This is an optimization exercise on Yosys and OpenROAD, whose aim is small area, not a production implementation.
RTL that was checked went through simulation tests only; none was proved equivalent to the original.
The clock port is modelled as an ideal driver, which makes a skipped or thinned clock tree look cheaper than it is; a real chip needs a root buffer or a tree.
Power and IR drop assume default switching activity.

==> 10-14: inputs <==
==> flow/design.v <==
module RainbowRGB
(input CLK
,input RST
,input BTN
,output[7:0]LED
,output[2:0]RGB
);
reg[8:0]x;
reg[8:0]v;
wire xw=x[8]&x[7]&x[4]&x[2]&x[0];          
wire vw=v[8]&v[7]&v[4]&v[2]&v[0];          
wire x0=~(x[8]|x[7]|x[4]|x[2]|x[0]);       
wire v0=~(v[8]|v[7]|v[4]|v[2]|v[0]);       
always@(posedge CLK)
	if(RST|xw)
		x<=9'd106;
	else
		x<=x+1'b1;
always@(posedge CLK)
	if(RST)
		v<=9'd106;
	else if(xw)
		v<=vw?9'd106:v+1'b1;
wire up_low=x<v;
wire dw_low=!v0&&!(~x<v);
wire ramp=vw&&x0;    
reg[2:0]a;    
reg[1:0]q;    
always@(posedge CLK)
	if(RST)begin
		a<=3'd0;
		q<=2'd0;
	end
	else if(ramp)begin
		q<={q[1]^q[0],q[1]|~q[0]};
		if(q!=2'd0)
			a<=a-1'b1;
	end
reg b;           
reg[11:0]sr;     
wire[11:0]s=sr^12'haaa;
reg kp;          
reg sel;         
wire D=s[11]&s[10]&!s[9]&!s[7]&s[6]&!s[5]&!s[4]&s[3]&!s[1];
always@(posedge CLK)
	b<=BTN;
always@(posedge CLK)
	if(RST)
		sr<=12'h100^12'haaa;
	else if(BTN!=b)
		sr<=12'h200^12'haaa;
	else
		sr<={s[10:0],s[11]^s[10]}^12'haaa;
always@(posedge CLK)
	if(RST)
		kp<=1'b0;
	else if(D)
		kp<=b;
always@(posedge CLK)
	if(RST)
		sel<=1'b0;
	else if(D&&b&&!kp)
		sel<=~sel;
wire U0=up_low&&!a[0];
wire W1=dw_low&&a[0];
wire M=a[0]?up_low:dw_low;
wire[3:0]d={sel&&a[2:1]==2'd3,sel&&a[2:1]==2'd2,sel&&a[2:1]==2'd1,sel&&a[2:1]==2'd0};
genvar j;
generate
for(j=0;j<4;j=j+1)begin:gl
	assign LED[2*j]=~((d[j]&&U0)||(d[(j+3)%4]&&W1));
	assign LED[2*j+1]=~(d[j]&&M);
end
endgenerate
wire Ur=up_low&&!sel;
wire Wr=dw_low&&!sel;
assign RGB[0]=~((!q[1]&&Ur)||(q[1]&&!q[0]&&Wr));
assign RGB[1]=~((q[1]&&q[0]&&Ur)||(!q[1]&&Wr));
assign RGB[2]=~((q[1]&&!q[0]&&Ur)||(q[1]&&q[0]&&Wr));
endmodule
==> flow/flow/run.sh <==
#!/bin/bash
D=$(pwd)
export CTS_SINGLE_BUF=sky130_fd_sc_hd__clkbuf_8
export CTS_NBUF=2
export POST_CTS_TCL=$D/flow/cts_post.tcl
bash standard.sh "SYNTH_SCRIPT=$D/flow/synth.tcl" "POST_CTS_TCL=$D/flow/cts_post.tcl" 'ADDER_MAP_FILE=' 'BUFFER_PORTS_ARGS=-buffer_cell sky130_fd_sc_hd__buf_1' 'CTS_ARGS=-sink_clustering_enable -repair_clock_nets -buf_list {sky130_fd_sc_hd__clkbuf_4} -root_buf sky130_fd_sc_hd__clkbuf_4 -dont_use_dummy_load' finish > standard.log 2>&1
==> flow/flow/cts_post.tcl <==
# POST_CTS hook: replace the clock tree that CTS built with CTS_NBUF clock
# buffers of type CTS_SINGLE_BUF, all driven by the CLK port, each driving
# an equal share of the register clock pins (split by position).
set db [ord::get_db]
set block [ord::get_db_block]
set master [$db findMaster $::env(CTS_SINGLE_BUF)]
set nbuf $::env(CTS_NBUF)
set port_net [[$block findBTerm CLK] getNet]
set tree_insts {}
set tree_nets {}
set sinks {}
set todo [list $port_net]
while { [llength $todo] } {
  set net [lindex $todo 0]
  set todo [lrange $todo 1 end]
  foreach it [$net getITerms] {
    if { [$it getIoType] ne "INPUT" } { continue }
    set inst [$it getInst]
    set mname [[$inst getMaster] getName]
    if { [string match "*__clkbuf_*" $mname] || [string match "*__buf_*" $mname] } {
      lappend tree_insts $inst
      foreach o [$inst getITerms] {
        if { [$o getIoType] eq "OUTPUT" && [$o getNet] ne "NULL" } {
          lappend tree_nets [$o getNet]
          lappend todo [$o getNet]
        }
      }
    } else {
      set b [$inst getBBox]
      lappend sinks [list [expr {([$b xMin] + [$b xMax]) / 2}] [expr {([$b yMin] + [$b yMax]) / 2}] $it]
    }
  }
}
puts "cts_post: [llength $tree_insts] tree cells, [llength $sinks] sinks, $nbuf new buffers"
foreach s $sinks { [lindex $s 2] disconnect }
foreach inst $tree_insts { odb::dbInst_destroy $inst }
foreach net $tree_nets { odb::dbNet_destroy $net }
# split along the longer side of the sink region
set xs [lmap s $sinks {lindex $s 0}]
set ys [lmap s $sinks {lindex $s 1}]
set w [expr {[tcl::mathfunc::max {*}$xs] - [tcl::mathfunc::min {*}$xs]}]
set h [expr {[tcl::mathfunc::max {*}$ys] - [tcl::mathfunc::min {*}$ys]}]
set key [expr {$w >= $h ? 0 : 1}]
set sinks [lsort -integer -index $key $sinks]
set n [llength $sinks]
for {set k 0} {$k < $nbuf} {incr k} {
  set lo [expr {$k * $n / $nbuf}]
  set hi [expr {($k + 1) * $n / $nbuf - 1}]
  set grp [lrange $sinks $lo $hi]
  set buf [odb::dbInst_create $block $master clkbuf_root_$k]
  set cnet [odb::dbNet_create $block clknet_root_$k]
  $cnet setSigType CLOCK
  [$buf findITerm A] connect $port_net
  [$buf findITerm X] connect $cnet
  set sx 0; set sy 0
  foreach s $grp {
    [lindex $s 2] connect $cnet
    set sx [expr {$sx + [lindex $s 0]}]
    set sy [expr {$sy + [lindex $s 1]}]
  }
  $buf setLocation [expr {$sx / [llength $grp]}] [expr {$sy / [llength $grp]}]
  $buf setPlacementStatus PLACED
}
detailed_placement
check_placement -verbose
estimate_parasitics -placement
report_clock_skew
report_check_types -max_slew -max_capacitance
==> flow/flow/synth.tcl <==
proc synth {args} { yosys synth -nofsm -noshare {*}$args }
# The standard synthesis (synth_recipe.tcl), with abc given a different script.
proc abc {args} {
  set out {}
  set skip 0
  foreach a $args {
    if {$skip} { set skip 0; lappend out {+strash;dc2;dch -f;map -a;strash;dc2;dch -f;map -a;strash;dc2;dch -f;map -a;topo}; continue }
    if {$a eq "-script"} { set skip 1 }
    lappend out $a
  }
  yosys abc {*}$out
}
source $::env(SCRIPTS_DIR)/synth.tcl
# left out here: clear keep_hierarchy, flatten, clean up, hide names made inside functions, write 1_2_yosys.v
==> flow/standard.sh <==
#!/bin/bash
# synth_recipe.tcl (not shown) runs the flow's synth.tcl, then flattens the netlist and writes it again
# the make line also repeats each setting of config.mk as NAME=value (left out here)
make -C /OpenROAD-flow-scripts/flow DESIGN_CONFIG=/design/flow/config.mk WORK_HOME=/design/flow/orfs CLKGATE_MAP_FILE= SYNTH_SCRIPT=/design/flow/synth_recipe.tcl "${@:-finish}"
==> flow/config.mk <==
export PLATFORM = sky130hd
export DESIGN_NAME = RainbowRGB
export DESIGN_NICKNAME = RainbowRGB
export VERILOG_FILES = /design/flow/design.v
export SDC_FILE = /design/flow/constraint.sdc
export NUM_CORES = 4
export LEC_CHECK = 0
export CAP_MARGIN = 20
export CORE_MARGIN = 2
export CORE_UTILIZATION = 40
export SLEW_MARGIN = 20
==> flow/constraint.sdc <==
create_clock -name core_clock -period 10.0 [get_ports {CLK}]
set_input_delay 2.0000 -clock core_clock [delete_from_list [all_inputs] [get_ports {CLK}]]
set_output_delay 2.0000 -clock core_clock [all_outputs]
set_load 0.01 [all_outputs]
==> 03-26 (differences from 10-14) <==
==> flow/design.v, changed modules only <==
module RainbowRGB
(input CLK
,input RST
,input BTN
,output[7:0]LED
,output[2:0]RGB
);
reg[8:0]c;    
reg[8:0]u;    
wire cw=c[8]&c[5]&c[3]&c[1]&c[0];    
wire uw=u[8]&u[5]&u[3]&u[1]&u[0];    
always@(posedge CLK)
	if(RST)
		c<=9'd0;
	else if(cw)
		c<=9'd0;
	else
		c<=c+1'b1;
always@(posedge CLK)
	if(RST)
		u<=9'd0;
	else if(cw)
		u<=uw?9'd0:u+1'b1;
wire up_low=c<u;
wire dw_low=(u!=9'd0)&&({1'b0,c}+{1'b0,u}<10'd300);
wire ramp=uw&&(c==9'd0);    
reg[2:0]k8;   
reg[1:0]k3;   
always@(posedge CLK)
	if(RST)begin
		k8<=3'd0;
		k3<=2'd3;
	end
	else if(ramp)begin
		if(k3==2'd3)
			k3<=2'd0;
		else begin
			k8<=k8+1'b1;
			k3<=(k3==2'd2)?2'd0:k3+1'b1;
		end
	end
reg b;           
reg[11:0]s;      
reg kp;          
reg sel;         
wire D=s[11]&s[10];    
always@(posedge CLK)
	b<=BTN;
always@(posedge CLK)
	if(RST)
		s<=12'd72;
	else if(BTN!=b)
		s<=12'd73;
	else
		s<=s+1'b1;
always@(posedge CLK)
	if(RST)
		kp<=1'b0;
	else if(D)
		kp<=b;
always@(posedge CLK)
	if(RST)
		sel<=1'b0;
	else if(D&&b&&!kp)
		sel<=~sel;
wire[2:0]k3e={1'b0,(k3==2'd3)?2'd0:k3};
genvar i;
generate
for(i=0;i<8;i=i+1)begin:gl
	wire[2:0]ph=k8+i;
	assign LED[i]=~(sel&&((ph==3'd0&&up_low)||(ph==3'd1&&dw_low)));
end
for(i=0;i<3;i=i+1)begin:gr
	wire[2:0]ph=(k3e+i>=3)?k3e+i-3:k3e+i;
	assign RGB[i]=~(!sel&&((ph==3'd0&&up_low)||(ph==3'd1&&dw_low)));
end
endgenerate
endmodule
==> flow/run.sh (new file) <==
#!/bin/bash
# synth_recipe.tcl (not shown) runs the flow's synth.tcl, then flattens the netlist and writes it again
# the make line also repeats each setting of config.mk as NAME=value (left out here)
make -C /OpenROAD-flow-scripts/flow DESIGN_CONFIG=/design/flow/config.mk WORK_HOME=/design/flow/orfs CLKGATE_MAP_FILE= SYNTH_SCRIPT=/design/flow/synth_recipe.tcl finish
removed: flow/flow/run.sh
removed: flow/flow/cts_post.tcl
removed: flow/flow/synth.tcl
removed: flow/standard.sh
==> summary of the runs <==
Of 03-26 and 10-14, 10-14 has the higher setup slack (gap 1.0 ns). Between 10-14 and 03-26, the lower register-to-register slack is in 10-14 (gap 0.37 ns). Against 03-26, the fmax of 10-14 is higher by 24%. Against 10-14, the cell area of 03-26 is higher by 63%. Total power: 10-14 is lower than 03-26 (about 20%). Between 10-14 and 03-26, the lower die area is in 10-14 (gap about 35%, measured against 03-26). Of 03-26 and 10-14, 03-26 has the higher clock power (gap 92%, measured against 10-14). Of 10-14 and 03-26, 03-26 has the higher combinational power (gap 15%, measured against 03-26).
In 10-14 the design's own scripts or RTL, not TritonCTS, make the clock network.

========
==> inputs of job 1237 <==
RTL: the design.v shown in full above, as it stands there.
clock: 10.0 ns
lec_check: 0
cap_margin: 20
core_margin: 2
core_utilization: 40
slew_margin: 20
standard.sh (not shown) runs the stock make flow with config.mk's settings and CLKGATE_MAP_FILE= SYNTH_SCRIPT=/design/flow/synth_recipe.tcl, a recipe that flattens the netlist after the stock synthesis.
==> flow/flow/run.sh <==
#!/bin/bash
D=$(pwd)
export CTS_SINGLE_BUF=sky130_fd_sc_hd__clkbuf_8
export CTS_NBUF=2
export POST_CTS_TCL=$D/flow/cts_post.tcl
bash standard.sh "SYNTH_SCRIPT=$D/flow/synth.tcl" "POST_CTS_TCL=$D/flow/cts_post.tcl" 'ADDER_MAP_FILE=' 'BUFFER_PORTS_ARGS=-buffer_cell sky130_fd_sc_hd__buf_1' 'CTS_ARGS=-sink_clustering_enable -repair_clock_nets -buf_list {sky130_fd_sc_hd__clkbuf_4} -root_buf sky130_fd_sc_hd__clkbuf_4 -dont_use_dummy_load' finish > standard.log 2>&1
==> flow/flow/cts_post.tcl <==
# POST_CTS hook: replace the clock tree that CTS built with CTS_NBUF clock
# buffers of type CTS_SINGLE_BUF, all driven by the CLK port, each driving
# an equal share of the register clock pins (split by position).
set db [ord::get_db]
set block [ord::get_db_block]
set master [$db findMaster $::env(CTS_SINGLE_BUF)]
set nbuf $::env(CTS_NBUF)
set port_net [[$block findBTerm CLK] getNet]
set tree_insts {}
set tree_nets {}
set sinks {}
set todo [list $port_net]
while { [llength $todo] } {
  set net [lindex $todo 0]
  set todo [lrange $todo 1 end]
  foreach it [$net getITerms] {
    if { [$it getIoType] ne "INPUT" } { continue }
    set inst [$it getInst]
    set mname [[$inst getMaster] getName]
    if { [string match "*__clkbuf_*" $mname] || [string match "*__buf_*" $mname] } {
      lappend tree_insts $inst
      foreach o [$inst getITerms] {
        if { [$o getIoType] eq "OUTPUT" && [$o getNet] ne "NULL" } {
          lappend tree_nets [$o getNet]
          lappend todo [$o getNet]
        }
      }
    } else {
      set b [$inst getBBox]
      lappend sinks [list [expr {([$b xMin] + [$b xMax]) / 2}] [expr {([$b yMin] + [$b yMax]) / 2}] $it]
    }
  }
}
puts "cts_post: [llength $tree_insts] tree cells, [llength $sinks] sinks, $nbuf new buffers"
foreach s $sinks { [lindex $s 2] disconnect }
foreach inst $tree_insts { odb::dbInst_destroy $inst }
foreach net $tree_nets { odb::dbNet_destroy $net }
# split along the longer side of the sink region
set xs [lmap s $sinks {lindex $s 0}]
set ys [lmap s $sinks {lindex $s 1}]
set w [expr {[tcl::mathfunc::max {*}$xs] - [tcl::mathfunc::min {*}$xs]}]
set h [expr {[tcl::mathfunc::max {*}$ys] - [tcl::mathfunc::min {*}$ys]}]
set key [expr {$w >= $h ? 0 : 1}]
set sinks [lsort -integer -index $key $sinks]
set n [llength $sinks]
for {set k 0} {$k < $nbuf} {incr k} {
  set lo [expr {$k * $n / $nbuf}]
  set hi [expr {($k + 1) * $n / $nbuf - 1}]
  set grp [lrange $sinks $lo $hi]
  set buf [odb::dbInst_create $block $master clkbuf_root_$k]
  set cnet [odb::dbNet_create $block clknet_root_$k]
  $cnet setSigType CLOCK
  [$buf findITerm A] connect $port_net
  [$buf findITerm X] connect $cnet
  set sx 0; set sy 0
  foreach s $grp {
    [lindex $s 2] connect $cnet
    set sx [expr {$sx + [lindex $s 0]}]
    set sy [expr {$sy + [lindex $s 1]}]
  }
  $buf setLocation [expr {$sx / [llength $grp]}] [expr {$sy / [llength $grp]}]
  $buf setPlacementStatus PLACED
}
detailed_placement
check_placement -verbose
estimate_parasitics -placement
report_clock_skew
report_check_types -max_slew -max_capacitance
==> flow/flow/synth.tcl <==
proc synth {args} { yosys synth -nofsm -noshare {*}$args }
# The standard synthesis (synth_recipe.tcl), with abc given a different script.
proc abc {args} {
  set out {}
  set skip 0
  foreach a $args {
    if {$skip} { set skip 0; lappend out {+strash;dc2;dch -f;map -a;strash;dc2;dch -f;map -a;strash;&get -n;&if -K 4 -a;&put;mfs;strash;dc2;dch -f;map -a;topo}; continue }
    if {$a eq "-script"} { set skip 1 }
    lappend out $a
  }
  yosys abc {*}$out
}
source $::env(SCRIPTS_DIR)/synth.tcl
# left out here: clear keep_hierarchy, flatten, clean up, hide names made inside functions, write 1_2_yosys.v
==> inputs of job 6274, as changes to job 1237 <==
--- a/flow/design.v
+++ b/flow/design.v
@@ -39,4 +39,3 @@
 reg b;           
-reg[11:0]sr;     
-wire[11:0]s=sr^12'haaa;
+reg[11:0]s;
 reg kp;          
@@ -48,7 +47,7 @@
 	if(RST)
-		sr<=12'h100^12'haaa;
+		s<=12'h100;
 	else if(BTN!=b)
-		sr<=12'h200^12'haaa;
+		s<=12'h200;
 	else
-		sr<={s[10:0],s[11]^s[10]}^12'haaa;
+		s<={s[10:0],s[11]^s[10]};
 always@(posedge CLK)
@@ -63,11 +62,8 @@
 		sel<=~sel;
-wire U0=up_low&&!a[0];
-wire W1=dw_low&&a[0];
-wire M=a[0]?up_low:dw_low;
-wire[3:0]d={sel&&a[2:1]==2'd3,sel&&a[2:1]==2'd2,sel&&a[2:1]==2'd1,sel&&a[2:1]==2'd0};
-genvar j;
+wire U=up_low&&sel;
+wire W=dw_low&&sel;
+genvar i;
 generate
-for(j=0;j<4;j=j+1)begin:gl
-	assign LED[2*j]=~((d[j]&&U0)||(d[(j+3)%4]&&W1));
-	assign LED[2*j+1]=~(d[j]&&M);
+for(i=0;i<8;i=i+1)begin:gl
+	assign LED[i]=~((a==i&&U)||(a==((i+7)&7)&&W));
 end
==> flow/flow/run.sh (replaced) <==
#!/bin/bash
D=$(pwd)
bash standard.sh "SYNTH_SCRIPT=$D/flow/synth.tcl" 'ADDER_MAP_FILE=' 'BUFFER_PORTS_ARGS=-buffer_cell sky130_fd_sc_hd__buf_1' 'CTS_ARGS=-repair_clock_nets -buf_list {sky130_fd_sc_hd__clkbuf_16} -root_buf sky130_fd_sc_hd__clkbuf_16 -dont_use_dummy_load' finish > standard.log 2>&1
--- a/flow/flow/synth.tcl
+++ b/flow/flow/synth.tcl
@@ -6,3 +6,3 @@
   foreach a $args {
-    if {$skip} { set skip 0; lappend out {+strash;dc2;dch -f;map -a;strash;dc2;dch -f;map -a;strash;&get -n;&if -K 4 -a;&put;mfs;strash;dc2;dch -f;map -a;topo}; continue }
+    if {$skip} { set skip 0; lappend out {+strash;dc2;dch -f;map -a;topo}; continue }
     if {$a eq "-script"} { set skip 1 }
removed: flow/flow/cts_post.tcl
==> summary of the runs <==
- Cell count: job 6274 is larger than job 1237 (about 9%).
- Between job 6274 and job 1237, the lower first-iteration DRC count is in job 1237 (gap about 60%, measured against job 1237).
- In sequential power, job 6274 and job 1237 hardly differ.
- Job 6274 finished with timing, DRC and antenna clean. Job 1237 ran to the end with no violations.
- Of job 6274 and job 1237, job 6274 has the higher die area (gap about 6%, measured against job 1237).
- Against job 1237, the synthesized cell count of job 6274 is higher by about 10%.
- Of job 6274 and job 1237, job 1237 has the higher critical path depth (gap 3).
- Of job 1237 and job 6274, job 6274 has the higher maximum frequency (gap 1.8%, measured against job 6274).
- Between job 6274 and job 1237, the lower wire length is in job 1237 (gap 12%, measured against job 1237).
- Against job 1237, the global-route usage of job 6274 is higher by 0.53 points.
- Between job 1237 and job 6274, the lower clock power is in job 1237 (gap 60%, measured against job 6274).
==> figures <==
| item | job 1237 | job 6274 |
|---|---|---|
| HPWL Detailed | 2.43 mm | 2.70 mm |
| Final area over synthesized area | 1.085x | 1.137x |
| Largest net degree at the start of global routing | 20 | 13 |
| Vias in the first global route | 1221 | 1407 |
| Synthesized-area fraction occupied by and/or/nand/nor cells | 23.5% | 26.3% |
| Distinct cells, synth | 19 | 20 |
| Total routed wire length on the met1 layer | 1.64 mm | 1.85 mm |
| Total Power | 0.228 mW | 0.314 mW |
| Maximum vdd ir drop | 0.0511 mV | 0.0873 mV |
| Power Clock | 0.0572 mW | 0.143 mW |
| Worst slack on hold paths | 0.381 ns | 0.401 ns |
| Worst relative slew slack | 69.6% | 63.3% |
| Syn nets | 230 | 253 |
| Status | timing/DRC/antenna clean | timing/DRC/antenna clean |
| Die height | 67.8 µm | 69.7 µm |
| Worst setup path end | LED[5] | LED[0] |
| Sequential-to-total area share from yosys stat | 46.7% | 44.0% |
| Skew-Pair Late Insertion Delay | 0.18 ns | 0.27 ns |
| Achievable frequency | 0.223 GHz | 0.227 GHz |
| Overall global routing resource usage | 15.2% | 15.7% |
| Net switching component of the power | 0.0505 mW | 0.0669 mW |
| Summed instance area of the synthesized netlist | 0.00163 mm² | 0.00173 mm² |
Only the layout flow was run in job 6274; the RTL was not checked for function there. The clock cells of job 1237 come from the design's own scripts or RTL, not from TritonCTS.

## re-timing with driven ports
Ports are ideal in the flow. The routed layouts listed here were re-timed in OpenROAD. Step 1 sets driving cells, clkbuf_16 on the clock port and buf_2 on the other inputs (assumed; they add their load-dependent delay and slew). Step 2 also shifts input and output timing later by t, the mid clock arrival at the registers, as if the neighbouring blocks saw the same clock. a / b / c = ideal / step 1 / step 2; a / b = the first two.
run	t, ns	setup WS [ns]	worst setup path after step 2	clock arrival spread, ns
10-14	0.199	5.617 / 5.583 / 5.782	register to output	0.008 / 0.008
03-26	0.316	4.584 / 4.553 / 4.869	register to output	0.004 / 0.004
job 1237	0.202	5.508 / 5.473 / 5.675	register to output	0.017 / 0.016
job 6274	0.299	5.590 / 5.561 / 5.861	register to output	0.008 / 0.007
After both steps setup and hold are still met in every run listed.
